This is an optimization exercise on Yosys and OpenROAD, whose aim is small area, not a production implementation. At most, simulation tests tie the RTL to the original design; equivalence was not proved. For run 3, only the layout was checked, not whether the RTL still works. Power is estimated from default activity; no workload was simulated.

==> flow/design.v <==
module Digital_Clock(clock, rst, button1, button2, switches, timeZone, LEDArray, audioOut, dOnesHours, dTensHours, dOnesMins, dTensMins, dMeridiem, dTimeZone);
    input clock;
    input rst;
    input button1, button2;
    input [6:0] switches;
    input [2:0] timeZone;
    output [9:0] LEDArray;
    output audioOut;
    output [6:0] dTensHours;
    output [6:0] dOnesHours;
    output [6:0] dTensMins;
    output [6:0] dOnesMins;
    output [6:0] dMeridiem;
    output [6:0] dTimeZone;
    reg [4:0] divCnt;
    reg       divHalf;
    wire      divEnd = (divCnt == 5'd29);
    wire      tick = divEnd & ~divHalf;
    always @(posedge clock) begin
        if (rst) begin
            divCnt <= 5'd0; divHalf <= 1'b0;
        end else if (divEnd) begin
            divCnt <= 5'd0; divHalf <= ~divHalf;
        end else
            divCnt <= divCnt + 5'd1;
    end
    function [6:0] up59;             
        input [6:0] v;
        if (v[6:4] >= 3'd6 || v == 7'h59) up59 = 7'h00;
        else if (v[3:0] == 4'd9) up59 = {v[6:4] + 3'd1, 4'd0};
        else up59 = {v[6:4], v[3:0] + 4'd1};
    endfunction
    function [6:0] dn59;             
        input [6:0] v;
        if (v == 7'h00) dn59 = 7'h59;
        else if (v[3:0] == 4'd0) dn59 = {v[6:4] - 3'd1, 4'd9};
        else dn59 = {v[6:4], v[3:0] - 4'd1};
    endfunction
    function [6:0] inc59;            
        input [6:0] v;
        if (v[3:0] == 4'd9) inc59 = (v[6:4] == 3'd5) ? 7'h00 : {v[6:4] + 3'd1, 4'd0};
        else inc59 = {v[6:4], v[3:0] + 4'd1};
    endfunction
    function [6:0] add30;            
        input [6:0] v;
        if (v[6:4] < 3'd3 || (v[6:4] == 3'd3 && v[3:0] < 4'd4)) add30 = {v[6:4] + 3'd3, v[3:0]};
        else if (v[3:0] >= 4'd4) add30 = {v[6:4] - 3'd3, v[3:0] - 4'd4};
        else add30 = {v[6:4] - 3'd4, v[3:0] + 4'd6};
    endfunction
    reg [6:0] clkS, clkM; reg [4:0] clkH;
    reg [6:0] tmrS, tmrM; reg [4:0] tmrH;
    reg [6:0] almS, almM; reg [4:0] almH;
    reg [6:0] dS, dM;     reg [4:0] dH;      
    reg [2:0] tmrSet, almSet;
    reg       tmrDone, tmrStop;               
    reg [3:0] blink;
    reg       led, play, merValid;
    reg [2:0] prevTZ;
    wire b1 = ~button1;
    wire b2 = ~button2;
    wire stepAny = b1 | b2;
    wire both = b1 & b2;
    wire sw0 = switches[0], sw2 = switches[2], sw3 = switches[3];
    wire gC = ~sw2 & ~sw3, gT = sw2 & ~sw3, gA = ~sw2 & sw3;
    wire anyG = ~(sw2 & sw3);
    wire tSetAll = (tmrSet == 3'b111);
    wire selA = sw0 & gA;
    wire selT = sw0 ? gT : sw2;
    wire up = sw0 & b1;
    wire [6:0] uinS = selA ? almS : selT ? tmrS : clkS;
    wire [6:0] uinM = selA ? almM : selT ? tmrM : clkM;
    wire [4:0] uinH = selA ? almH : selT ? tmrH : clkH;
    wire [6:0] uoutS = up ? up59(uinS) : dn59(uinS);
    wire [6:0] uoutM = up ? up59(uinM) : dn59(uinM);
    wire [4:0] uoutH = up ? ((uinH >= 5'd23) ? 5'd0 : uinH + 5'd1) : ((uinH == 5'd0) ? 5'd23 : uinH - 5'd1);
    wire tRun = ~sw0 & sw2 & tSetAll;
    wire tCount = tRun & ~tmrDone & ~tmrStop;
    wire tsZ = (tmrS == 7'd0), tmZ = (tmrM == 7'd0), thZ = (tmrH == 5'd0);
    wire tBorrowM = tsZ & ~(tmZ & thZ);
    wire tBorrowH = tsZ & tmZ & ~thZ;
    wire tFinish  = tsZ & tmZ & thZ;
    wire aMatch = (almSet == 3'b111) & (almS == clkS) & (almM == clkM) & (almH == clkH);
    wire aRun = ~sw0 & sw3 & (aMatch | (blink != 4'd0));
    wire sCarry = (clkS == 7'h59);
    wire mCarry = sCarry & (clkM == 7'h59);
    wire [6:0] incS = inc59(clkS);
    wire [6:0] incM = inc59(clkM);
    wire [4:0] incH = (clkH == 5'd24) ? 5'd0 : clkH + 5'd1;
    wire [3:0] tzOff = (timeZone == 3'd0) ? 4'd0 : {1'b0, timeZone} + 4'd2;
    wire chTZ = (timeZone != prevTZ);
    wire nst = (timeZone == 3'd1);
    wire dShow = ~sw2 | tSetAll;              
    wire [6:0] dMpre = dShow ? uinM : dM;
    wire mGe30 = (clkM[6:4] >= 3'd3);
    wire inc = nst & ((clkM == 7'h30) | (~mGe30 & (dMpre == 7'h59)));
    wire [6:0] dMrun = (~chTZ & nst) ? (mGe30 ? {clkM[6:4] - 3'd3, clkM[3:0]} : add30(dMpre)) : dMpre;
    wire [3:0] off = nst ? (inc ? 4'd3 : 4'd4) : tzOff;
    wire [4:0] h24 = (clkH == 5'd24) ? 5'd0 : clkH;
    wire [5:0] hdiff = {1'b0, h24} - {2'b0, off};
    wire [4:0] hmod = hdiff[5] ? hdiff[4:0] + 5'd24 : hdiff[4:0];
    wire [4:0] dHrun = chTZ ? 5'd0 : (nst & (clkH == 5'd3) & ~inc) ? 5'd26 : hmod;
    always @(posedge clock) begin
        if (rst) begin
            clkS <= 0; clkM <= 0; clkH <= 0;
            tmrS <= 0; tmrM <= 0; tmrH <= 0;
            almS <= 0; almM <= 0; almH <= 0;
            dS <= 0; dM <= 0; dH <= 0;
            tmrSet <= 0; almSet <= 0; tmrDone <= 0; tmrStop <= 0;
            blink <= 0; led <= 0; play <= 0; merValid <= 0; prevTZ <= 0;
        end else if (tick) begin
            prevTZ <= timeZone;
            merValid <= 1'b1;
            if (sw0) begin
                if (switches[4] & anyG) begin
                    dS <= uinS;
                    if (stepAny) begin
                        if (gC) clkS <= uoutS;
                        if (gT) tmrS <= uoutS;
                        if (gA) almS <= uoutS;
                    end
                    if (gT) tmrSet[0] <= 1'b1;
                    if (gA) almSet[0] <= 1'b1;
                end
                if (switches[5] & anyG) begin
                    dM <= uinM;
                    if (stepAny) begin
                        if (gC) clkM <= uoutM;
                        if (gT) tmrM <= uoutM;
                        if (gA) almM <= uoutM;
                    end
                    if (gT) tmrSet[1] <= 1'b1;
                    if (gA) almSet[1] <= 1'b1;
                end
                if (switches[6] & anyG) begin
                    dH <= uinH;
                    if (stepAny) begin
                        if (gC) clkH <= uoutH;
                        if (gT) tmrH <= uoutH;
                        if (gA) almH <= uoutH;
                    end
                    if (gT) tmrSet[2] <= 1'b1;
                    if (gA) almSet[2] <= 1'b1;
                end
            end else begin
                if (both) begin
                    clkS <= 0; clkM <= 0; clkH <= 0;
                end else begin
                    clkS <= incS;
                    if (sCarry) clkM <= incM;
                    if (mCarry) clkH <= incH;
                end
                if (dShow) dS <= uinS;
                dM <= dMrun;
                dH <= dHrun;
                if (aRun) begin
                    play <= 1'b1;
                    if (blink == 4'd13 || blink == 4'd15) blink <= 4'd0;
                    else if (stepAny) blink <= 4'd15;
                    else blink <= blink + 4'd1;
                    if (blink == 4'd15) play <= 1'b0;
                    else if (blink != 4'd13) led <= ~blink[0];
                end
                if (tCount) begin
                    tmrS <= (tsZ & ~tBorrowM) ? 7'h63 : uoutS;
                    if (tBorrowM) tmrM <= uoutM;
                    if (tBorrowH) tmrH <= uoutH;
                    if (tFinish) tmrDone <= 1'b1;
                end
                if (tRun & (tmrDone | tmrStop)) begin
                    play <= ~tmrStop;
                    if (tmrStop) begin
                        tmrStop <= 1'b0;
                        tmrSet <= 3'b000;
                    end else begin
                        led <= 1'b0;
                        if (stepAny) begin tmrStop <= 1'b1; tmrDone <= 1'b0; end
                    end
                end
            end
        end
    end
    reg [7:0] tone;
    reg [3:0] tcnt;
    reg       spk;
    always @(posedge clock) begin
        if (rst) begin
            tone <= 0; tcnt <= 0; spk <= 0;
        end else if (play) begin
            tone <= tone + 8'd1;
            if (tcnt == 4'd0) begin
                tcnt <= tone[7] ? 4'd9 : 4'd4;
                spk <= ~spk;
            end else
                tcnt <= tcnt - 4'd1;
        end
    end
    assign audioOut = spk;
    assign LEDArray = {10{led}};
    wire sw1 = switches[1];
    wire [6:0] segSo, segSt, segMo, segMt;
    assign segSo[0] = (~dS[3] & ~dS[2] & ~dS[1] & dS[0]) | (dS[2] & ~dS[1] & ~dS[0]);
    assign segSo[1] = (dS[2] & ~dS[1] & dS[0]) | (dS[2] & dS[1] & ~dS[0]);
    assign segSo[2] = (~dS[2] & dS[1] & ~dS[0]);
    assign segSo[3] = (~dS[2] & ~dS[1] & dS[0]) | (dS[2] & ~dS[1] & ~dS[0]) | (dS[2] & dS[1] & dS[0]);
    assign segSo[4] = (dS[0]) | (dS[2] & ~dS[1]);
    assign segSo[5] = (~dS[3] & ~dS[2] & dS[0]) | (~dS[2] & dS[1]) | (dS[1] & dS[0]);
    assign segSo[6] = (~dS[3] & ~dS[2] & ~dS[1]) | (dS[2] & dS[1] & dS[0]);
    assign segSt[0] = (~dS[6] & ~dS[5] & dS[4]) | (dS[6] & ~dS[5] & ~dS[4]);
    assign segSt[1] = (dS[6] & dS[4]) | (dS[6] & dS[5]);
    assign segSt[2] = (~dS[6] & dS[5] & ~dS[4]);
    assign segSt[3] = (~dS[6] & ~dS[5] & dS[4]) | (dS[6] & ~dS[5] & ~dS[4]);
    assign segSt[4] = (dS[4]) | (dS[6] & ~dS[5]);
    assign segSt[5] = (~dS[6] & dS[4]) | (~dS[6] & dS[5]);
    assign segSt[6] = (~dS[6] & ~dS[5]);
    assign segMo[0] = (~dM[3] & ~dM[2] & ~dM[1] & dM[0]) | (dM[2] & ~dM[1] & ~dM[0]);
    assign segMo[1] = (dM[2] & ~dM[1] & dM[0]) | (dM[2] & dM[1] & ~dM[0]);
    assign segMo[2] = (~dM[2] & dM[1] & ~dM[0]);
    assign segMo[3] = (~dM[2] & ~dM[1] & dM[0]) | (dM[2] & ~dM[1] & ~dM[0]) | (dM[2] & dM[1] & dM[0]);
    assign segMo[4] = (dM[0]) | (dM[2] & ~dM[1]);
    assign segMo[5] = (~dM[3] & ~dM[2] & dM[0]) | (~dM[2] & dM[1]) | (dM[1] & dM[0]);
    assign segMo[6] = (~dM[3] & ~dM[2] & ~dM[1]) | (dM[2] & dM[1] & dM[0]);
    assign segMt[0] = (~dM[6] & ~dM[5] & dM[4]) | (dM[6] & ~dM[5] & ~dM[4]);
    assign segMt[1] = (dM[6] & dM[4]) | (dM[6] & dM[5]);
    assign segMt[2] = (~dM[6] & dM[5] & ~dM[4]);
    assign segMt[3] = (~dM[6] & ~dM[5] & dM[4]) | (dM[6] & ~dM[5] & ~dM[4]);
    assign segMt[4] = (dM[4]) | (dM[6] & ~dM[5]);
    assign segMt[5] = (~dM[6] & dM[4]) | (~dM[6] & dM[5]);
    assign segMt[6] = (~dM[6] & ~dM[5]);
    assign dTensMins = segMt;
    assign dOnesMins = segMo;
    wire [13:0] hSeg;
    assign hSeg[0] = (~dH[4] & ~dH[3] & ~dH[2] & ~dH[1] & dH[0]) | (~dH[4] & ~dH[3] & dH[2] & ~dH[1] & ~dH[0]) | (sw1 & dH[4] & dH[3]) | (dH[3] & ~dH[2] & dH[1] & dH[0]) | (sw1 & dH[3] & dH[2] & ~dH[1] & dH[0]) | (~sw1 & dH[3] & dH[2] & dH[1] & ~dH[0]) | (sw1 & dH[4] & ~dH[2] & ~dH[1] & ~dH[0]) | (~sw1 & dH[4] & dH[2] & ~dH[1] & dH[0]) | (sw1 & dH[4] & dH[2] & dH[1] & dH[0]) | (dH[4] & dH[3] & ~dH[1]);
    assign hSeg[1] = (~dH[4] & ~dH[3] & dH[2] & ~dH[1] & dH[0]) | (~dH[4] & ~dH[3] & dH[2] & dH[1] & ~dH[0]) | (~sw1 & dH[3] & dH[2] & dH[1] & dH[0]) | (~sw1 & dH[4] & ~dH[3] & ~dH[2] & ~dH[1] & ~dH[0]) | (sw1 & dH[4] & ~dH[2] & ~dH[1] & dH[0]) | (sw1 & dH[4] & ~dH[2] & dH[1] & ~dH[0]) | (sw1 & dH[4] & dH[3]);
    assign hSeg[2] = (sw1 & ~dH[4] & ~dH[3] & ~dH[2] & ~dH[0]) | (~dH[4] & ~dH[3] & ~dH[2] & dH[1] & ~dH[0]) | (dH[3] & dH[2] & ~dH[1] & ~dH[0]) | (sw1 & dH[3] & dH[2] & ~dH[0]) | (~sw1 & dH[4] & dH[2] & dH[1] & ~dH[0]) | (sw1 & dH[4] & dH[3]);
    assign hSeg[3] = (~dH[4] & ~dH[3] & dH[2] & ~dH[1] & ~dH[0]) | (~dH[4] & ~dH[3] & dH[2] & dH[1] & dH[0]) | (dH[3] & ~dH[2] & dH[0]) | (~sw1 & dH[3] & dH[2] & dH[1] & ~dH[0]) | (dH[4] & dH[3]) | (~dH[4] & ~dH[2] & ~dH[1] & dH[0]) | (sw1 & dH[3] & ~dH[1] & dH[0]) | (sw1 & dH[4] & ~dH[2] & ~dH[1] & ~dH[0]) | (sw1 & dH[4] & dH[1] & dH[0]) | (~sw1 & dH[4] & ~dH[2] & dH[0]) | (dH[4] & dH[2] & ~dH[1] & dH[0]);
    assign hSeg[4] = (dH[0]) | (~dH[4] & ~dH[3] & dH[2] & ~dH[1]) | (~sw1 & dH[3] & dH[2] & dH[1]) | (dH[4] & dH[3]) | (sw1 & dH[4] & ~dH[2] & ~dH[1]);
    assign hSeg[5] = (~dH[4] & ~dH[3] & ~dH[2] & dH[1]) | (dH[3] & dH[2] & ~dH[1]) | (~sw1 & dH[4] & dH[2] & dH[1]) | (sw1 & ~dH[4] & ~dH[3] & ~dH[2]) | (sw1 & dH[3] & dH[2]) | (sw1 & dH[1] & dH[0]) | (sw1 & dH[4] & dH[3]) | (~sw1 & dH[4] & ~dH[1] & dH[0]) | (~dH[4] & ~dH[2] & dH[1] & dH[0]) | (~dH[4] & ~dH[3] & ~dH[2] & dH[0]) | (~dH[4] & ~dH[3] & dH[1] & dH[0]);
    assign hSeg[6] = (~sw1 & ~dH[4] & ~dH[3] & ~dH[2] & ~dH[1]) | (~dH[4] & ~dH[3] & dH[2] & dH[1] & dH[0]) | (~dH[4] & dH[3] & ~dH[2] & dH[1]) | (~sw1 & dH[4] & dH[2] & ~dH[1]) | (~dH[4] & ~dH[3] & ~dH[2] & ~dH[1] & dH[0]) | (sw1 & dH[3] & dH[2] & ~dH[1] & dH[0]) | (sw1 & dH[4] & dH[1] & dH[0]) | (sw1 & dH[4] & dH[2] & dH[1]) | (sw1 & dH[4] & dH[3]) | (~sw1 & dH[4] & ~dH[1] & dH[0]);
    assign hSeg[7] = (~dH[4] & dH[3] & dH[1]) | (dH[3] & dH[2]) | (dH[4] & ~dH[3] & ~dH[2]) | (sw1);
    assign hSeg[8] = (sw1 & dH[3] & ~dH[2] & ~dH[1]) | (sw1 & dH[4] & ~dH[2]) | (sw1 & ~dH[1] & dH[0]) | (sw1 & ~dH[4] & dH[2] & dH[1]) | (sw1 & ~dH[3] & ~dH[2] & dH[1]) | (sw1 & ~dH[3] & dH[2] & ~dH[1]);
    assign hSeg[9] = (~sw1 & dH[4] & dH[2]) | (dH[4] & dH[3] & ~dH[1]) | (sw1 & dH[3] & ~dH[2] & ~dH[1]) | (sw1 & ~dH[1] & dH[0]) | (sw1 & dH[4] & ~dH[2]) | (sw1 & ~dH[4] & dH[2] & dH[1]) | (sw1 & ~dH[4] & ~dH[3] & dH[1]) | (sw1 & ~dH[3] & dH[2] & ~dH[1]);
    assign hSeg[10] = (~dH[4] & dH[3] & dH[1]) | (dH[3] & dH[2]) | (dH[4] & ~dH[3] & ~dH[2]) | (sw1);
    assign hSeg[11] = (dH[3] & dH[1]) | (dH[3] & dH[2]) | (dH[4] & ~dH[3] & ~dH[2]) | (sw1);
    assign hSeg[12] = (dH[3] & dH[1]) | (dH[3] & dH[2]) | (dH[4]) | (sw1);
    assign hSeg[13] = (~dH[4]) | (~dH[3] & ~dH[2]) | (sw1);
    assign dTensHours = hSeg[13:7];
    assign dOnesHours = hSeg[6:0];
    wire pm = (dH >= 5'd12);
    assign dMeridiem = sw1 ? (~merValid ? 7'b1111111 : pm ? 7'b0001100 : 7'b0001000) : segSt;
    function [6:0] tzLetter;
        input [2:0] z;
        case (z)
            3'd0: tzLetter = 7'b1000001;
            3'd1: tzLetter = 7'b1001000;
            3'd2: tzLetter = 7'b0001000;
            3'd3: tzLetter = 7'b0000110;
            3'd4: tzLetter = 7'b1000110;
            3'd5: tzLetter = 7'b0010010;
            3'd6: tzLetter = 7'b0001100;
            default: tzLetter = 7'b0010001;
        endcase
    endfunction
    assign dTimeZone = sw1 ? tzLetter(timeZone) : segSo;
endmodule
==> flow/flow/run.sh <==
#!/bin/bash
# Own layout flow: the standard ORFS flow (standard.sh), with
#  - synthesis through flow/my_synth.tcl: ORFS synthesis with an area-oriented
#    ABC script (flow/abc_area.scr) and no half/full-adder extraction;
#  - port buffers of the smallest buffer cell;
#  - clock tree of clkbuf_4 cells without dummy loads.
# Each tool's output goes to the ORFS logs under orfs/logs; make's own output
# goes to flow_make.log in this folder.
set -euo pipefail
WORK=$(pwd)
FLOWDIR=$WORK/flow
export MY_ABC_SCRIPT=$FLOWDIR/abc_area.scr
sed -E "s#SYNTH_SCRIPT=[^ ]+#SYNTH_SCRIPT=$FLOWDIR/my_synth.tcl#" standard.sh > my_standard.sh
grep -q "SYNTH_SCRIPT=$FLOWDIR/my_synth.tcl" my_standard.sh
bash my_standard.sh \
  "BUFFER_PORTS_ARGS=-buffer_cell sky130_fd_sc_hd__buf_1" \
  "CTS_ARGS=-sink_clustering_enable -repair_clock_nets -buf_list sky130_fd_sc_hd__clkbuf_4 -dont_use_dummy_load" \
  finish > "$WORK/flow_make.log" 2>&1
==> flow/flow/abc_area.scr <==
strash
&get -n
&deepsyn -T 30
&put
dch -f
amap
==> flow/flow/my_synth.tcl <==
# ORFS synthesis as synth_recipe.tcl runs it, with an area-oriented ABC script
# and without the half/full-adder extraction (ABC maps that logic instead).
proc synth {args} { yosys synth -nofsm -noshare {*}$args }
proc extract_fa {args} { puts "extract_fa skipped" }
proc abc {args} {
  set i [lsearch $args -script]
  if {$i >= 0} {
    set args [lreplace $args [expr {$i+1}] [expr {$i+1}] $::env(MY_ABC_SCRIPT)]
  }
  yosys abc {*}$args
}
source $::env(SCRIPTS_DIR)/synth.tcl
# left out here: clear keep_hierarchy, flatten, clean up, hide names made inside functions, write 1_2_yosys.v
==> flow/standard.sh <==
#!/bin/bash
# synth_recipe.tcl (not shown) runs the flow's synth.tcl, then flattens the netlist and writes it again
# the make line also repeats each setting of config.mk as NAME=value (left out here)
make -C /OpenROAD-flow-scripts/flow DESIGN_CONFIG=/design/flow/config.mk WORK_HOME=/design/flow/orfs CLKGATE_MAP_FILE= SYNTH_SCRIPT=/design/flow/synth_recipe.tcl "${@:-finish}"
==> flow/config.mk <==
export PLATFORM = sky130hd
export DESIGN_NAME = Digital_Clock
export DESIGN_NICKNAME = Digital_Clock
export VERILOG_FILES = /design/flow/design.v
export SDC_FILE = /design/flow/constraint.sdc
export NUM_CORES = 4
export LEC_CHECK = 0
export CAP_MARGIN = 20
export CORE_MARGIN = 2
export CORE_UTILIZATION = 40
export SLEW_MARGIN = 20
==> flow/constraint.sdc <==
create_clock -name core_clock -period 20.0 [get_ports {clock}]
set_input_delay 4.0000 -clock core_clock [delete_from_list [all_inputs] [get_ports {clock}]]
set_output_delay 4.0000 -clock core_clock [all_outputs]
set_load 0.01 [all_outputs]
==> results of run 1 <==
==> routing by layer <==
layer	track usage, %	vias up	wire, um
met4	8.065	0	563
li1	-	3629	-
met5	0	-	0
met3	6.475	41	1858
met2	35.98	359	8970
met1	33.08	3375	9703
==> worst max-delay path, delay by kind of cell <==
family,cells,cell delay (ps)
simple gates,4,660
compound gates,3,460
buf+inv,4,1250
==> flip-flops by register name (all words and copies together) (netlist names), 7 cells and up <==
register	flops
dM	7
clkS	7
dS	7
almM	7
almS	7
tone	8
tmrS	7
clkM	7
tmrM	7
==> metrics by stage <==
stage,worst slack (ps),power [mW],utilization [%]
after global routing,9308,0.4200,45.10
after floorplan,10640,0.2713,-
final,9613,0.4001,45.10
after detailed placement,9673,0.2917,44.28
after CTS,9665,0.4036,45.08
after global placement,9748,0.2918,44.28
==> final cells by class <==
cell class / instances / area [sq um] / area share [%]
Multi-Input combinational cell: 664 / 3626 / 50.25
Clock buffer: 17 / 127.6 / 1.769
Timing Repair Buffer: 74 / 307.8 / 4.266
Inverter: 165 / 619.3 / 8.583
Antenna cell: 1 / 2.502 / 0.03468
Sequential cell: 113 / 2262 / 31.35
Tap cell: 216 / 270.3 / 3.745
==> layout by cell type (no fill, tap or decap), drive strengths merged, types with 2 or more instances in the layout <==
master,n
nand2,64
o22a,5
o221ai,16
o211a,2
o22ai,76
a31oi,8
o211ai,8
o21ai,68
a41oi,2
o21bai,3
o31ai,5
a21o,2
or2,11
o21a,7
clkbuf,17
nor2b,4
nand4,6
a21oi,35
nor2,175
a211oi,11
o32a,2
or3,9
a221o,2
and2,4
a221oi,7
nand3,23
dfxtp,113
nor3,39
a32oi,3
a222oi,12
a211o,2
nor4,9
buf,74
clkinv,165
a22oi,13
o32ai,16
and3,8
==> power by group <==
part           internal (mW)  switching (mW)  total (mW)
combinational         0.0175          0.0420      0.0594
sequential             0.227         0.00216       0.229
clock                 0.0386          0.0733       0.112
total                  0.283           0.117       0.400
==> worst paths after layout <==
| kind | start | to | slack (ps) |
|---|---|---|---|
| worst max register to register | clkM[2] | dH[4] | 15300 |
| worst max-delay path | switches[1] | dOnesHours[1] | 9610 |
| worst min-delay path | almH[0] | almH[0] | 460 |
| worst min register to register | almH[0] | almH[0] | 460 |
==> logic make-up after synthesis <==
kind of cell / Yosys count / share of synthesized area [%]
compound gates: 311 / 31.71
buf+inv: 177 / 10.75
flops: 113 / 34.29
simple gates: 353 / 23.25
==> results list, run 1 <==
- Number of setup violations in the final report: 0
* Unrepaired setup endpoints after global routing: false
- The first routing iteration left slightly above 700 violations.
- Placement row count: 46
- The hold violation count in the final report was 0.
- In this run, synthesis inferred 0 flip-flops with an integrated enable.
- Traced cell by cell, the critical path runs through buf_1 > clkinv_1 > nor2_1 > clkinv_1 > o32ai_1 > a32oi_1 > nor2_1 > nor4_1 > nand2_1 > o221ai_1 > buf_1.
- In this run, post-CTS repair resized a total of 0 instances.
- During placement, the flow inserted port buffers numbering 66.
- Total I/O pin count: 67
- Largest buffer count on any clock path: 2
* Number of levels the H-tree was split into: 4
- Quantity of hold-fixing buffers added after cts: 0
- For this configuration, the core starts out at a cell density of a little over 40%.
* Post-route fraction of the period consumed by the critical path: between 50% and 60%
- Buffers added to address setup during post-CTS repair amount to 0.
- In the routed layout, each cell is associated on average with a via count of slightly below 6.
* Post-synthesis instance area: ~0.0066 sq mm
- IR analysis of the VDD net gives a maximum drop of about 0.050 mV.
- Wire length of the first global-routing pass: between 30 and 40 mm
- Post-synthesis cell type count: 43
- DP Area: 0.007086 sq mm
- For the pin with the worst max-slew slack, the measured transition is about 990 ps.
- The count of cells in the finished layout, fillers not included, comes to about 1,300.
* Share of the yosys chip area belonging to registers: 34.29%
- Largest net degree at the start of global routing: 32
* Kind of start point of the critical path: input port
- Counting every net in the synthesized netlist gives approximately 970.
- Synthesized instance count: ~950
* Area delta synth->final: 9.368%
- Number of maximum-capacitance constraint violations: 0
* Routed wire length: 21.10 mm
- Headroom to the max-slew limit came out at between 30% and 40%.
- The number of antenna violations at the first check in global routing is 1.
- For this design the ratio of total power to cell area is roughly 55 mW/mm^2.
- Chip height: approximately 130 um
* Ys Warns: 1
* Mean Syn Cell Area: approximately 6.9 sq um
- Fillcell total: approximately 1,700
- The most common cell in the synthesized netlist is nor2_1.
- The worst setup path is captured at an output port.
- Kind of critical path: in2out
- Once placement completed, the tool counted placed cells totaling 1,232.
- The wire-length estimate of the detail-placed layout is 16.05 mm.
* CP peak stage delay: ~550 ps
- TritonCTS built the clock tree.
- Summed over its instances, the top area cell type makes up 34.29% of the synthesized netlist area.
- Max-slew violations: 0
- Worst hold slack: between 400 and 500 ps
- Most area-hungry cell type in the Yosys netlist: dfxtp_1
- Along the worst path, the maximum fanout reaches 16.
- Post-DR wirelength/cell: around 17 um
* Cell with the largest stage delay on the worst path: clkinv_1
- In the final layout, the share of cells above drive strength 1 is approximately 2.4%.
* Overall overflow remaining after global route: 0
- Across the routed clock network, the largest skew measured is 39.35 ps.
- Detailed-route DRC error count: 0
- For this run, the top clock speed supported by timing is slightly below 0.1 GHz.
- Hold Path Depth: 1
* GRT Total Usage: between 20% and 30%
* Number of register bits inferred by synthesis: between 100 and 150
* Critical Path RT: 16,000 ps
- Once detail routing completed, the nets flagged for antenna violations numbered 0.
- The region available for standard cell placement spans about 0.016 sq mm.
* Leakage power of the design: 2.401 nW
- CP arrival: 6390 ps
- The tightest min-delay check is of the reg2reg type.
- Design area: between 0.007 and 0.008 sq mm
* Root Buffer Master: clkbuf_4
* Clk Latency, worst-skew pair: 540 ps
- Pre-Repair DR Iteration Count: 6
* Commonest register cell after synthesis: dfxtp_1
* Top cells by count, synth: nor2_1, clkinv_1, dfxtp_1, o22ai_1, o21ai_0
- The congestion estimate from routability-driven global placement came to about 0.97.
- Final net count: ~1,000
* Top post-synthesis cells by area: dfxtp_1, nor2_1, clkinv_1, o22ai_1, o21ai_0
- Number of global-route vias before repair: ~6,600
- Chip width: roughly 130 um
- Overall via count from detail_route: between 7,000 and 8,000
* Worst-path clk slew: 90 ps
- Final critical-path required period: about 10,000 ps
- Clock sink total: between 100 and 150
- Area of the die: 0.01754 sq mm
* Cell count of the worst reg-to-reg path: 19
* Result of the run: no timing/DRC/antenna violations
* Share of async-settable or async-resettable flops after synthesis: 0%
- After routing, the total negative slack on setup checks comes to 0 ps.
- Total clock buffers created by CTS: 17
==> inputs of run 2 (changes only) <==
--- a/flow/design.v
+++ b/flow/design.v
@@ -13,15 +13,14 @@
     output [6:0] dMeridiem;
     output [6:0] dTimeZone;
-    reg [4:0] divCnt;
-    reg       divHalf;
-    wire      divEnd = (divCnt == 5'd29);
-    wire      tick = divEnd & ~divHalf;
+    reg [1:0] divQ;
+    reg [3:0] divL;
+    wire      tick = (divQ == 2'd1) & (divL == 4'b1000);
     always @(posedge clock) begin
         if (rst) begin
-            divCnt <= 5'd0; divHalf <= 1'b0;
-        end else if (divEnd) begin
-            divCnt <= 5'd0; divHalf <= ~divHalf;
-        end else
-            divCnt <= divCnt + 5'd1;
+            divQ <= 2'd0; divL <= 4'd0;
+        end else begin
+            divQ <= divQ + 2'd1;
+            divL <= {divL[2:0], ~(divL[3] ^ divL[2])};
+        end
     end
     function [6:0] up59;             
@@ -36,9 +35,4 @@
         else if (v[3:0] == 4'd0) dn59 = {v[6:4] - 3'd1, 4'd9};
         else dn59 = {v[6:4], v[3:0] - 4'd1};
-    endfunction
-    function [6:0] inc59;            
-        input [6:0] v;
-        if (v[3:0] == 4'd9) inc59 = (v[6:4] == 3'd5) ? 7'h00 : {v[6:4] + 3'd1, 4'd0};
-        else inc59 = {v[6:4], v[3:0] + 4'd1};
     endfunction
     function [6:0] add30;            
@@ -65,7 +59,8 @@
     wire anyG = ~(sw2 & sw3);
     wire tSetAll = (tmrSet == 3'b111);
-    wire selA = sw0 & gA;
-    wire selT = sw0 ? gT : sw2;
-    wire up = sw0 & b1;
+    reg  clkPend;
+    wire selA = ~clkPend & sw0 & gA;
+    wire selT = ~clkPend & (sw0 ? gT : sw2);
+    wire up = clkPend | (sw0 & b1);
     wire [6:0] uinS = selA ? almS : selT ? tmrS : clkS;
     wire [6:0] uinM = selA ? almM : selT ? tmrM : clkM;
@@ -73,5 +68,6 @@
     wire [6:0] uoutS = up ? up59(uinS) : dn59(uinS);
     wire [6:0] uoutM = up ? up59(uinM) : dn59(uinM);
-    wire [4:0] uoutH = up ? ((uinH >= 5'd23) ? 5'd0 : uinH + 5'd1) : ((uinH == 5'd0) ? 5'd23 : uinH - 5'd1);
+    wire hWrap = clkPend ? (uinH == 5'd24) : (uinH >= 5'd23);
+    wire [4:0] uoutH = up ? (hWrap ? 5'd0 : uinH + 5'd1) : ((uinH == 5'd0) ? 5'd23 : uinH - 5'd1);
     wire tRun = ~sw0 & sw2 & tSetAll;
     wire tCount = tRun & ~tmrDone & ~tmrStop;
@@ -84,7 +80,4 @@
     wire sCarry = (clkS == 7'h59);
     wire mCarry = sCarry & (clkM == 7'h59);
-    wire [6:0] incS = inc59(clkS);
-    wire [6:0] incM = inc59(clkM);
-    wire [4:0] incH = (clkH == 5'd24) ? 5'd0 : clkH + 5'd1;
     wire [3:0] tzOff = (timeZone == 3'd0) ? 4'd0 : {1'b0, timeZone} + 4'd2;
     wire chTZ = (timeZone != prevTZ);
@@ -108,4 +101,10 @@
             tmrSet <= 0; almSet <= 0; tmrDone <= 0; tmrStop <= 0;
             blink <= 0; led <= 0; play <= 0; merValid <= 0; prevTZ <= 0;
+            clkPend <= 0;
+        end else if (clkPend) begin
+            clkPend <= 1'b0;
+            clkS <= uoutS;
+            if (sCarry) clkM <= uoutM;
+            if (mCarry) clkH <= uoutH;
         end else if (tick) begin
             prevTZ <= timeZone;
@@ -145,9 +144,6 @@
                 if (both) begin
                     clkS <= 0; clkM <= 0; clkH <= 0;
-                end else begin
-                    clkS <= incS;
-                    if (sCarry) clkM <= incM;
-                    if (mCarry) clkH <= incH;
-                end
+                end else
+                    clkPend <= 1'b1;
                 if (dShow) dS <= uinS;
                 dM <= dMrun;
==> run 2 against run 1 <==
Net effect: still clean on timing, DRC and antenna; sequential share of layout area up 2.3 points; via count down 8.9%; non-clock buffer count down 1; critical path type unchanged; largest power group unchanged; highest routed layer unchanged.
==> results list, run 2 <==
- Post-DR wirelength/cell: around 17 um
- Ranked by flip-flop count, first place goes to tone.
- Fraction of layout cells with a size suffix above 1: 2.757%
- Most frequent standard cell in the layout excluding fill and tap cells: nor2_1
* Last element of the critical path: dOnesHours[0]
- Number of antenna violations at the first check in global routing: 1
- The worst setup path is launched from an input port.
- In this run the tightest slew margin relative to its limit is around 29%.
- The final-report max-slew violation count was 0.
- List of cells traversed by the critical path: buf_1 > clkinv_1 > a31oi_1 > nor2_1 > or4_1 > buf_1
- After Yosys synthesis, XOR and XNOR cells account for 0% of the synthesized area.
* Quantity of hold-fixing buffers added after cts: 0
- Kind of cell adding the most delay to the critical path: buffers and inverters
- Unrepaired setup endpoints after global routing: false
* Final critical-path required period: roughly 9900 ps
* DR vias/cell: 5.957
* Main combinational cell family by area after synthesis: compound AO/OA/AOI/OAI gates
- The first detailed-routing pass took 5 iterations.
- The critical path runs through a total of 6 cells.
- Critical Path RT: around 16,000 ps
- The synthesized design contains ~110 register bits.
- Number of synthesized flops with an enable pin: 0
* Reg-to-reg startpoint: clkPend
- After detailed routing, the total wire length is ~19 mm.
- From synthesis to final layout, the design area changed by 9.386%.
* Flip-flop count of the largest register after layout: 8
* Count of port buffers added during placement: between 60 and 70
- Clk Latency, worst-skew pair: between 500 and 600 ps
* CP arrival: between 5000 and 6000 ps
- Clock sink total: about 110
- Top post-synthesis cells by area: dfxtp_1, nor2_1, clkinv_1, o22ai_1, nand2_1
- Max-cap violations in this run came to 0.
* Nature of the critical path endpoint: output port
* Multi-input gate area in the final layout: 0.003309 sq mm
- At the end of routability-driven placement, the weighted congestion stood at slightly above 0.9.
- Number of gates given a new drive strength after cts: 0
- Timing would allow up to approximately 0.10 GHz.
* Core Footprint: 0.01515 sq mm
- Largest buffer count on any clock path: 2
- CP peak stage delay: roughly 480 ps
- Among all flip-flop cells after synthesis, the most frequent one is dfxtp_1.
- Of the total synthesized cell area, the portion taken by AND, OR, NAND and NOR gates is a little under a quarter.
- Synthesized instance count: between 800 and 900
* Sequential cell area: about 0.0023 sq mm
- In the finished design, the share of the clock period the worst path needs comes to 49.56%.
* Slew at the pin closest to its max-slew limit: roughly 1100 ps
- Design area: slightly below 0.007 sq mm
- Peak supply drop: 0.02664 mV
- Initial Util: between 40% and 50%
- Residual antenna-violating net count after detailed routing: 0
- The floorplan has 45 rows.
- Detailed-route DRC error count: 0
* Minimum setup slack after placement: 10,110 ps
* Number of nets produced by synthesis: 879
- The most numerous cell type found on the critical path is buf_1.
- The floorplan step set the die height to 128.5 um.
- Share of the yosys chip area belonging to registers: a little under two fifths
- dfxtp_1 takes more of the synthesized area than any other cell.
- The first global-routing pass estimated roughly 30 mm of wire.
- Across all setup checks in the final design, the least slack found is 10,090 ps.
- GRT Total Usage: a little under a quarter
- Total clock buffers created by CTS: 17
* TritonCTS clock tree: built
- Critical register-to-register path endpoint: dH[4]
* First element of the critical path: switches[1]
- The design draws around 0.38 mW.
- Largest fanout on the critical path: 15
- Largest net degree at the start of global routing: 37
- Summing over every cut layer, the via total after detailed routing is 6,743.
* Top cells by count, synth: nor2_1, clkinv_1, dfxtp_1, nand2_1, o22ai_1
- Across all hold checks on the routed design, the worst slack comes to 432.0 ps.
- WP buf/inv: 3
* Share of async-settable or async-resettable flops after synthesis: 0%
- Buffers added to address setup during post-CTS repair amount to 0.
- Chip width: between 100 and 150 um
* Fillcell total: approximately 1,600
- Leakage power of the design: about 2.3 nW
- The share of synthesized area in the top cell type comes to 36.82%.
- Area of the die: about 0.017 sq mm
- Count leader, synth: nor2_1
* Result of the run: no timing/DRC/antenna violations
- Post-synthesis instance area: 0.006198 sq mm
- Kind of critical path: in2out
- The hold violation count in the final report is 0.
- Measured in cells, the most critical reg-to-reg path has a length of 19.
- 67 I/O pins were placed.
- The portion of synthesized area spent on multiplexers is 0%.
- Summed over all layers, the global routing overflow is 0.
- Yosys mapped the design onto 47 distinct sky130hd cell types.
- DP Area: around 0.0067 sq mm
* Number of levels the H-tree was split into: 4
- Post-Synth Adder-Cell Area: 0%
- Setup violations remaining at the end of the flow were counted as 0.
- Clock-pin slew was measured on the worst setup and hold paths at 80 ps.
- The via count of the first global-routing pass came to slightly below 6,000.
- Root Buffer Master: clkbuf_4
- The library cells used most frequently in the layout, excluding fill and tap cells, are nor2_1, clkinv_1, dfxtp_1.
* Count of routing violations after the opening detailed-route iteration: roughly 630
* Worst min path class: reg2reg
- The average instance in the mapped netlist occupies 7.166 sq um.
- For this design the ratio of total power to cell area is 56.15 mW/mm^2.
- For this design, the slowest cell found on the critical path is clkinv_1.
- At the end of the flow, the number of nets in the layout was about 960.
- Summing the areas of all compound-gate instances in the mapped netlist gives ~30% of the synthesized area.
- Summed over all failing endpoints, the final setup total negative slack is 0 ps.
- The setup check on the worst reg-to-reg path leaves a slack of 14,970 ps.
* HPWL reported at the end of detailed placement: approximately 14 mm
- For the final database, setup skew stands at 30.01 ps.
* Ys Warns: 1
run 2: cell types whose count changed after synthesis, moves of 4 or more:
cell and change:
o22ai_1 -6, a22oi_1 -8, a211oi_1 -7, o21ai_0 -27
a222oi_1 +13, clkinv_1 -26, o221ai_1 -6, o22a_1 -4
nand2_1 +16, nor2_1 -29, o32ai_1 -4, o21a_1 +5
run 2: worst min path at each step:
stage | start | endpoint | slack [ps] | depth (start not counted)
final | divL[1] | divL[2] | 430 | 2
after CTS | divL[1] | divL[2] | 440 | 2
after global routing | divL[0] | divL[1] | 450 | 1
after floorplan | divL[1] | divL[2] | 400 | 2
after detailed placement | divL[1] | divL[2] | 420 | 2
after global placement | divL[1] | divL[2] | 420 | 2
run 2: through the flow:
stage,std cells,util (%)
6_report,1132,44.77
5_1_grt,1132,44.77
4_1_cts,1131,44.75
3_5_place_dp,1114,43.91
3_3_place_gp,1114,43.91
2_1_floorplan,865,-
run 2: logic make-up (layout without fill, tap and decap cells):
kind of cell | after synthesis | after routing
buffers and inverters | 151 | 229
DFF | 114 | 114
and+or+nand+nor | 333 | 333
AOI/OAI and AO/OA | 267 | 267
other | 0 | 1
run 2: area by class of cell:
cell class,count,area share (%)
Clock buffer,17,1.882
Tap cell,188,3.469
Inverter,139,7.695
Antenna cell,1,0.03691
Multi-Input combinational cell,600,48.81
Sequential cell,114,33.66
Timing Repair Buffer,73,4.447
run 2: power by group:
group	total (mW)	switching [mW]	internal (mW)
registers	0.229	0.000894	0.228
logic	0.0401	0.0287	0.0114
clock network	0.112	0.0733	0.0386
total	0.381	0.103	0.278
run 2: routing by layer:
metal	share of wire [%]	global-route usage, %
met5	0	0
met4	2.1	7.886
met3	7.5	5.114
met2	45	37.86
met1	46	31.41
run 2: tightest hold or removal path: stages, from the launching register on:
cell	delay, ps
dfxtp_1	310
clkinv_1	50
nor2_1	40
==> inputs of run 3 (changes only) <==
--- a/flow/design.v
+++ b/flow/design.v
@@ -13,33 +13,15 @@
     output [6:0] dMeridiem;
     output [6:0] dTimeZone;
-    reg [1:0] divQ;
-    reg [3:0] divL;
-    wire      tick = (divQ == 2'd1) & (divL == 4'b1000);
+    reg [4:0] divCnt;
+    reg       divHalf;
+    wire      tick = (divCnt == 5'd29) & ~divHalf;
     always @(posedge clock) begin
         if (rst) begin
-            divQ <= 2'd0; divL <= 4'd0;
-        end else begin
-            divQ <= divQ + 2'd1;
-            divL <= {divL[2:0], ~(divL[3] ^ divL[2])};
-        end
+            divCnt <= 5'd0; divHalf <= 1'b0;
+        end else if (divCnt == 5'd29) begin
+            divCnt <= 5'd0; divHalf <= ~divHalf;
+        end else
+            divCnt <= divCnt + 5'd1;
     end
-    function [6:0] up59;             
-        input [6:0] v;
-        if (v[6:4] >= 3'd6 || v == 7'h59) up59 = 7'h00;
-        else if (v[3:0] == 4'd9) up59 = {v[6:4] + 3'd1, 4'd0};
-        else up59 = {v[6:4], v[3:0] + 4'd1};
-    endfunction
-    function [6:0] dn59;             
-        input [6:0] v;
-        if (v == 7'h00) dn59 = 7'h59;
-        else if (v[3:0] == 4'd0) dn59 = {v[6:4] - 3'd1, 4'd9};
-        else dn59 = {v[6:4], v[3:0] - 4'd1};
-    endfunction
-    function [6:0] add30;            
-        input [6:0] v;
-        if (v[6:4] < 3'd3 || (v[6:4] == 3'd3 && v[3:0] < 4'd4)) add30 = {v[6:4] + 3'd3, v[3:0]};
-        else if (v[3:0] >= 4'd4) add30 = {v[6:4] - 3'd3, v[3:0] - 4'd4};
-        else add30 = {v[6:4] - 3'd4, v[3:0] + 4'd6};
-    endfunction
     reg [6:0] clkS, clkM; reg [4:0] clkH;
     reg [6:0] tmrS, tmrM; reg [4:0] tmrH;
@@ -53,23 +35,37 @@
     wire b1 = ~button1;
     wire b2 = ~button2;
-    wire stepAny = b1 | b2;
-    wire both = b1 & b2;
     wire sw0 = switches[0], sw2 = switches[2], sw3 = switches[3];
     wire gC = ~sw2 & ~sw3, gT = sw2 & ~sw3, gA = ~sw2 & sw3;
     wire anyG = ~(sw2 & sw3);
-    wire tSetAll = (tmrSet == 3'b111);
-    reg  clkPend;
-    wire selA = ~clkPend & sw0 & gA;
-    wire selT = ~clkPend & (sw0 ? gT : sw2);
-    wire up = clkPend | (sw0 & b1);
-    wire [6:0] uinS = selA ? almS : selT ? tmrS : clkS;
-    wire [6:0] uinM = selA ? almM : selT ? tmrM : clkM;
-    wire [4:0] uinH = selA ? almH : selT ? tmrH : clkH;
+    function [6:0] up59;
+        input [6:0] v;
+        if (v[6:4] >= 3'd6 || v == 7'h59) up59 = 7'h00;
+        else if (v[3:0] == 4'd9) up59 = {v[6:4] + 3'd1, 4'd0};
+        else up59 = {v[6:4], v[3:0] + 4'd1};
+    endfunction
+    function [6:0] dn59;
+        input [6:0] v;
+        if (v == 7'h00) dn59 = 7'h59;
+        else if (v[3:0] == 4'd0) dn59 = {v[6:4] - 3'd1, 4'd9};
+        else dn59 = {v[6:4], v[3:0] - 4'd1};
+    endfunction
+    function [6:0] add30;
+        input [6:0] v;
+        if (v[6:4] < 3'd3 || (v[6:4] == 3'd3 && v[3:0] < 4'd4)) add30 = {v[6:4] + 3'd3, v[3:0]};
+        else if (v[3:0] >= 4'd4) add30 = {v[6:4] - 3'd3, v[3:0] - 4'd4};
+        else add30 = {v[6:4] - 3'd4, v[3:0] + 4'd6};
+    endfunction
+    wire selT = sw0 & gT, selA = sw0 & gA;
+    wire up = ~sw0 | b1;
+    wire [6:0] uinS = selT ? tmrS : selA ? almS : clkS;
+    wire [6:0] uinM = selT ? tmrM : selA ? almM : clkM;
+    wire [4:0] uinH = selT ? tmrH : selA ? almH : clkH;
     wire [6:0] uoutS = up ? up59(uinS) : dn59(uinS);
     wire [6:0] uoutM = up ? up59(uinM) : dn59(uinM);
-    wire hWrap = clkPend ? (uinH == 5'd24) : (uinH >= 5'd23);
+    wire hWrap = sw0 ? (uinH >= 5'd23) : (uinH >= 5'd24);
     wire [4:0] uoutH = up ? (hWrap ? 5'd0 : uinH + 5'd1) : ((uinH == 5'd0) ? 5'd23 : uinH - 5'd1);
+    wire stepAny = b1 | b2;
+    wire tSetAll = (tmrSet == 3'b111);
     wire tRun = ~sw0 & sw2 & tSetAll;
-    wire tCount = tRun & ~tmrDone & ~tmrStop;
     wire tsZ = (tmrS == 7'd0), tmZ = (tmrM == 7'd0), thZ = (tmrH == 5'd0);
     wire tBorrowM = tsZ & ~(tmZ & thZ);
@@ -78,4 +74,5 @@
     wire aMatch = (almSet == 3'b111) & (almS == clkS) & (almM == clkM) & (almH == clkH);
     wire aRun = ~sw0 & sw3 & (aMatch | (blink != 4'd0));
+    wire both = b1 & b2;
     wire sCarry = (clkS == 7'h59);
     wire mCarry = sCarry & (clkM == 7'h59);
@@ -83,6 +80,6 @@
     wire chTZ = (timeZone != prevTZ);
     wire nst = (timeZone == 3'd1);
-    wire dShow = ~sw2 | tSetAll;              
-    wire [6:0] dMpre = dShow ? uinM : dM;
+    wire [6:0] dMpre = ~sw2 ? clkM : (tSetAll ? tmrM : dM);
+    wire [6:0] dSrun = ~sw2 ? clkS : (tSetAll ? tmrS : dS);
     wire mGe30 = (clkM[6:4] >= 3'd3);
     wire inc = nst & ((clkM == 7'h30) | (~mGe30 & (dMpre == 7'h59)));
@@ -101,10 +98,4 @@
             tmrSet <= 0; almSet <= 0; tmrDone <= 0; tmrStop <= 0;
             blink <= 0; led <= 0; play <= 0; merValid <= 0; prevTZ <= 0;
-            clkPend <= 0;
-        end else if (clkPend) begin
-            clkPend <= 1'b0;
-            clkS <= uoutS;
-            if (sCarry) clkM <= uoutM;
-            if (mCarry) clkH <= uoutH;
         end else if (tick) begin
             prevTZ <= timeZone;
@@ -144,7 +135,10 @@
                 if (both) begin
                     clkS <= 0; clkM <= 0; clkH <= 0;
-                end else
-                    clkPend <= 1'b1;
-                if (dShow) dS <= uinS;
+                end else begin
+                    clkS <= uoutS;
+                    if (sCarry) clkM <= uoutM;
+                    if (mCarry) clkH <= uoutH;
+                end
+                dS <= dSrun;
                 dM <= dMrun;
                 dH <= dHrun;
@@ -157,18 +151,20 @@
                     else if (blink != 4'd13) led <= ~blink[0];
                 end
-                if (tCount) begin
-                    tmrS <= (tsZ & ~tBorrowM) ? 7'h63 : uoutS;
-                    if (tBorrowM) tmrM <= uoutM;
-                    if (tBorrowH) tmrH <= uoutH;
-                    if (tFinish) tmrDone <= 1'b1;
-                end
-                if (tRun & (tmrDone | tmrStop)) begin
-                    play <= ~tmrStop;
-                    if (tmrStop) begin
-                        tmrStop <= 1'b0;
-                        tmrSet <= 3'b000;
+                if (tRun) begin
+                    if (~tmrDone & ~tmrStop) begin
+                        tmrS <= (tsZ & ~tBorrowM) ? 7'h63 : dn59(tmrS);
+                        if (tBorrowM) tmrM <= dn59(tmrM);
+                        if (tBorrowH) tmrH <= tmrH - 5'd1;
+                        if (tFinish) tmrDone <= 1'b1;
                     end else begin
-                        led <= 1'b0;
-                        if (stepAny) begin tmrStop <= 1'b1; tmrDone <= 1'b0; end
+                        play <= 1'b1;
+                        if (tmrStop) begin
+                            tmrStop <= 1'b0; tmrDone <= 1'b0;
+                            play <= 1'b0;
+                            tmrSet <= 3'b000;
+                        end else begin
+                            led <= 1'b0;
+                            if (stepAny) begin tmrStop <= 1'b1; tmrDone <= 1'b0; end
+                        end
                     end
                 end
@@ -257,4 +253,5 @@
         endcase
     endfunction
-    assign dTimeZone = sw1 ? tzLetter(timeZone) : segSo;
+    wire [6:0] tzSeg = tzLetter(timeZone);
+    assign dTimeZone = sw1 ? tzSeg : segSo;
 endmodule
==> flow/flow/run.sh (replaced) <==
#!/bin/bash
# Own layout flow: the standard ORFS flow, with synthesis using an
# area-oriented ABC script (flow/my_synth.tcl, flow/abc_area.scr).
set -euo pipefail
WORK=$(pwd)
FLOWDIR=$WORK/flow
export MY_ABC_SCRIPT=$FLOWDIR/abc_area.scr
# same make command as standard.sh, with our synthesis script
sed -E "s#SYNTH_SCRIPT=[^ ]+#SYNTH_SCRIPT=$FLOWDIR/my_synth.tcl#" standard.sh > my_standard.sh
grep -q "SYNTH_SCRIPT=$FLOWDIR/my_synth.tcl" my_standard.sh
bash my_standard.sh "BUFFER_PORTS_ARGS=-buffer_cell sky130_fd_sc_hd__buf_1" finish > "$WORK/flow_make.log" 2>&1
==> run 3 against run 2 <==
Net effect: critical path depth up 5; non-clock buffer count up 3; sequential power about the same; synthesized area up 8.0%; clock power rose to 2.9 times the previous value; final area up 15%; critical path type unchanged; combinational power down 12%.
==> results list, run 3 <==
- The run finished with no timing, DRC or antenna violations.
* Share of the synthesized netlist area taken by xor and xnor gates: 0%
* Residual antenna-violating net count after detailed routing: 0
- Cell count of the worst reg-to-reg path: 14
* ANT cells: 0
* Largest fanout on the critical path: 18
* CP arrival: 6410 ps
- Dividing the detail-routed via count by the number of cells gives a little under 6.
* Count of port buffers added during placement: 66
- Synthesis produced a netlist whose cell count is 961.
- In this run the worst hold path is classified as reg2reg.
- Post-route fraction of the period consumed by the critical path: between 50% and 60%
- The later pin in the worst-skew pair is clocked with a latency of 430 ps.
* Quantity of hold-fixing buffers added after cts: 0
* Top library cells by usage in the layout, fill and taps aside: nor2_1, clkinv_1, dfxtp_1
* Slew at the pin closest to its max-slew limit: 992.8 ps
- Area delta synth->final: 16.83%
* Post-synthesis instance area: around 0.0067 sq mm
- Total I/O pin count: 67
* Largest buffer count on any clock path: 2
- Root Buffer Master: clkbuf_16
- Count leader, synth: nor2_1
* Total clock buffers created by CTS: 17
- Across the run, the number of max-cap violations was 0.
* Leakage power of the design: ~2.7 nW
* Clock sink total: between 100 and 150
- For this block, wires on met1 add up to 10.17 mm.
* Count of routing violations after the opening detailed-route iteration: between 800 and 900
- Post-DR wirelength/cell: between 15 and 20 um
- Ys Warns: 1
* Final RePlAce weighted congestion: ~0.95
* Main combinational cell family by area after synthesis: compound AO/OA/AOI/OAI gates
* Routed wire length: 22.62 mm
* Number of nets produced by synthesis: between 900 and 1,000
* Critical Path RT: 16,000 ps
- In this run the power density over the cells is 74.95 mW/mm^2.
- Hold Path Depth: 1
* Kind of start point of the critical path: input port
* Number of register bits inferred by synthesis: ~110
* Sequential cell area: about 0.0023 sq mm
- The worst path needs ~10,000 ps of the cycle, external delays included.
* Compound-Gate Fraction of Synth Area: between 30 and 40%
- For the final database, setup skew stands at between 10 and 15 ps.
* Highest routed metal layer: met4
* Yosys top cell area share: around a third
* TritonCTS clock tree: built
- Nature of the critical path endpoint: output port
* Placed cell count: 1,244
- After the last flow step, the layout net total stands at between 1,000 and 1,500.
- Number of cells in the finished layout apart from fillers: 1,277
- Number of gates given a new drive strength after cts: 0
* Initial Util: between 40% and 50%
- After layout, the design draws a total of about 0.6 mW.
- Post-Synth Adder-Cell Area: 0%
* Core Footprint: approximately 0.016 sq mm
- After global routing the overflow that remains totals 0.
- Share of the yosys chip area belonging to registers: 33.81%
- Max frequency: 0.09605 GHz
- Leaving out fill and tap cells, the most frequent cell in the layout is nor2_1.
* Area of the die: 0.01778 sq mm
* Overall via count from detail_route: 7,621
- Global routing used 25.50% of the available tracks.
* Post-Synth Simple-Gate Area: 26.05%
- Mean Syn Cell Area: just under 7 sq um
* Unrepaired setup endpoints after global routing: false
* Number of antenna violations at the first check in global routing: 0
- Pre-Repair DR Iteration Count: 9
- Entering global routing, the biggest net connects 37 pins.
- Placement row count: 47
* Commonest register cell after synthesis: dfxtp_1
- Proportion of synthesized area in mux cells: 0%
- Setup violations remaining at the end of the flow were counted as 0.
- CTS built an H-tree with a depth of 4.
- More flip-flops sit in one register than any other, and that register is tone.
- HPWL reported at the end of detailed placement: around 17 mm
- dfxtp_1 takes more of the synthesized area than any other cell.
* Kind of critical path: in2out
- Of the cells placed in the final design, the portion with a size suffix greater than 1 is between 4 and 5%.
- Slew headroom: about 34%
* Hold Vio Cnt, Final: 0
- Clock-pin slew was measured on the worst setup and hold paths at 60 ps.
- Setup TNS after final layout: 0 ps
* Share of async-settable or async-resettable flops after synthesis: 0%
* Top post-synthesis cells by area: dfxtp_1, nor2_1, clkinv_1, o22ai_1, nand2_1
- In this run, distinct cell masters in the synthesized netlist total between 40 and 50.
- Top cells by count, synth: nor2_1, clkinv_1, dfxtp_1, nand2_1, o22ai_1
- The number of setup buffers added after CTS is 0.
- Final hold analysis gives a worst-case slack of approximately 450 ps.
* Peak supply drop: between 0.05 and 0.06 mV
- In the detailed route, the total length drawn on met2 is approximately 10 mm.
- Max-slew violations: 0
- Number of global-route vias before repair: about 6,800
- Met3 wire length: about 1.8 mm
- From bottom edge to top edge, the die measures 133.3 um.
- Number of synthesized flops with an enable pin: 0
* Detailed-route DRC error count: 0
- Flip-flop count of the largest register after layout: 8
- Fillcell total: around 1,700
- The first global-routing pass estimated roughly 36 mm of wire.
- The floorplan step set the die width to between 100 and 150 um.
- Multi-input gate area in the final layout: 0.003772 sq mm
run 3: layout make-up:
type | instances | share of cell area (%)
Multi-Input combinational cell | 685 | 48.26
Sequential cell | 113 | 28.94
Inverter | 151 | 7.250
Clock buffer | 17 | 5.442
Timing Repair Buffer | 76 | 4.113
Tap cell | 220 | 3.521
Clock inverter | 15 | 2.481
run 3: power breakdown:
part | switching [mW] | internal (mW)
Combinational | 0.0259 | 0.00945
Clock | 0.124 | 0.200
Sequential | 0.000533 | 0.226
Total | 0.151 | 0.435
run 3: stage by stage:
| stage | instance area, sq um | utilization, % | setup WS (ps) |
|---|---|---|---|
| 2_1_floorplan | 6691 | - | 10430 |
| 3_3_place_gp | 7193 | 43.69 | 9680 |
| 3_5_place_dp | 7193 | 43.69 | 9650 |
| 4_1_cts | 7812 | 47.45 | 9649 |
| 5_1_grt | 7818 | 47.48 | 9308 |
| 6_report | 7818 | 47.48 | 9588 |
run 3: worst max-delay path: stages:
cell       delay (ps)
buf_1              70
buf_4             210
clkinv_1          360
o32ai_1           450
o21ai_0           130
o21ai_0           120
o21bai_1          170
o221ai_1          200
or4_1             440
o2111ai_1          90
buf_1             170
run 3: logic make-up (layout without fill, tap and decap cells):
kind of cell,count (synthesis),after routing
AND/OR/NAND/NOR,391,391
buffers and inverters,163,259
AO/OA/AOI/OAI,294,294
flip-flops,113,113
run 3: worst paths after layout:
kind / start / to / slack [ps]
min reg2reg: spk / spk / 450
max reg2reg: tmrSet[1] / dH[4] / 16290
min: spk / spk / 450
max: switches[1] / dOnesHours[0] / 9590
run 3: per-layer routing:
metal | up-vias | GRT usage, %
met5 | - | 0
met4 | 0 | 8.924
met3 | 39 | 5.365
met2 | 340 | 40.09
met1 | 3535 | 34.75
li1 | 3707 | -

==> re-timing with driven ports <==
The flow's constraints put no driver on any port. The routed layouts listed below were extracted and timed again, unchanged, in two steps. Step 1 sets driving cells, clkbuf_16 on the clock port and buf_2 on the other inputs (assumed; they add their load-dependent delay and slew). Step 2 times the ports against the registers' clock, not the clock port: input delays grow and output delays shrink by t, the midpoint of the rising clock arrivals with the driver on. a / b / c = ideal ports / drivers / drivers and shift; a / b = the first two.
run	t, ns	slack for setup (ns)	slew at the worst register clock pin (ns)
run 1	0.561	9.613 / 9.584 / 9.584	0.10 / 0.10
run 2	0.565	10.089 / 10.062 / 10.062	0.10 / 0.10
run 3	0.470	9.588 / 9.567 / 9.567	0.06 / 0.06
After both steps every run listed still meets setup and hold. The setup slack of run 1, which loses most, moves by -0.029 ns with the drivers and by -0.029 ns with both steps.
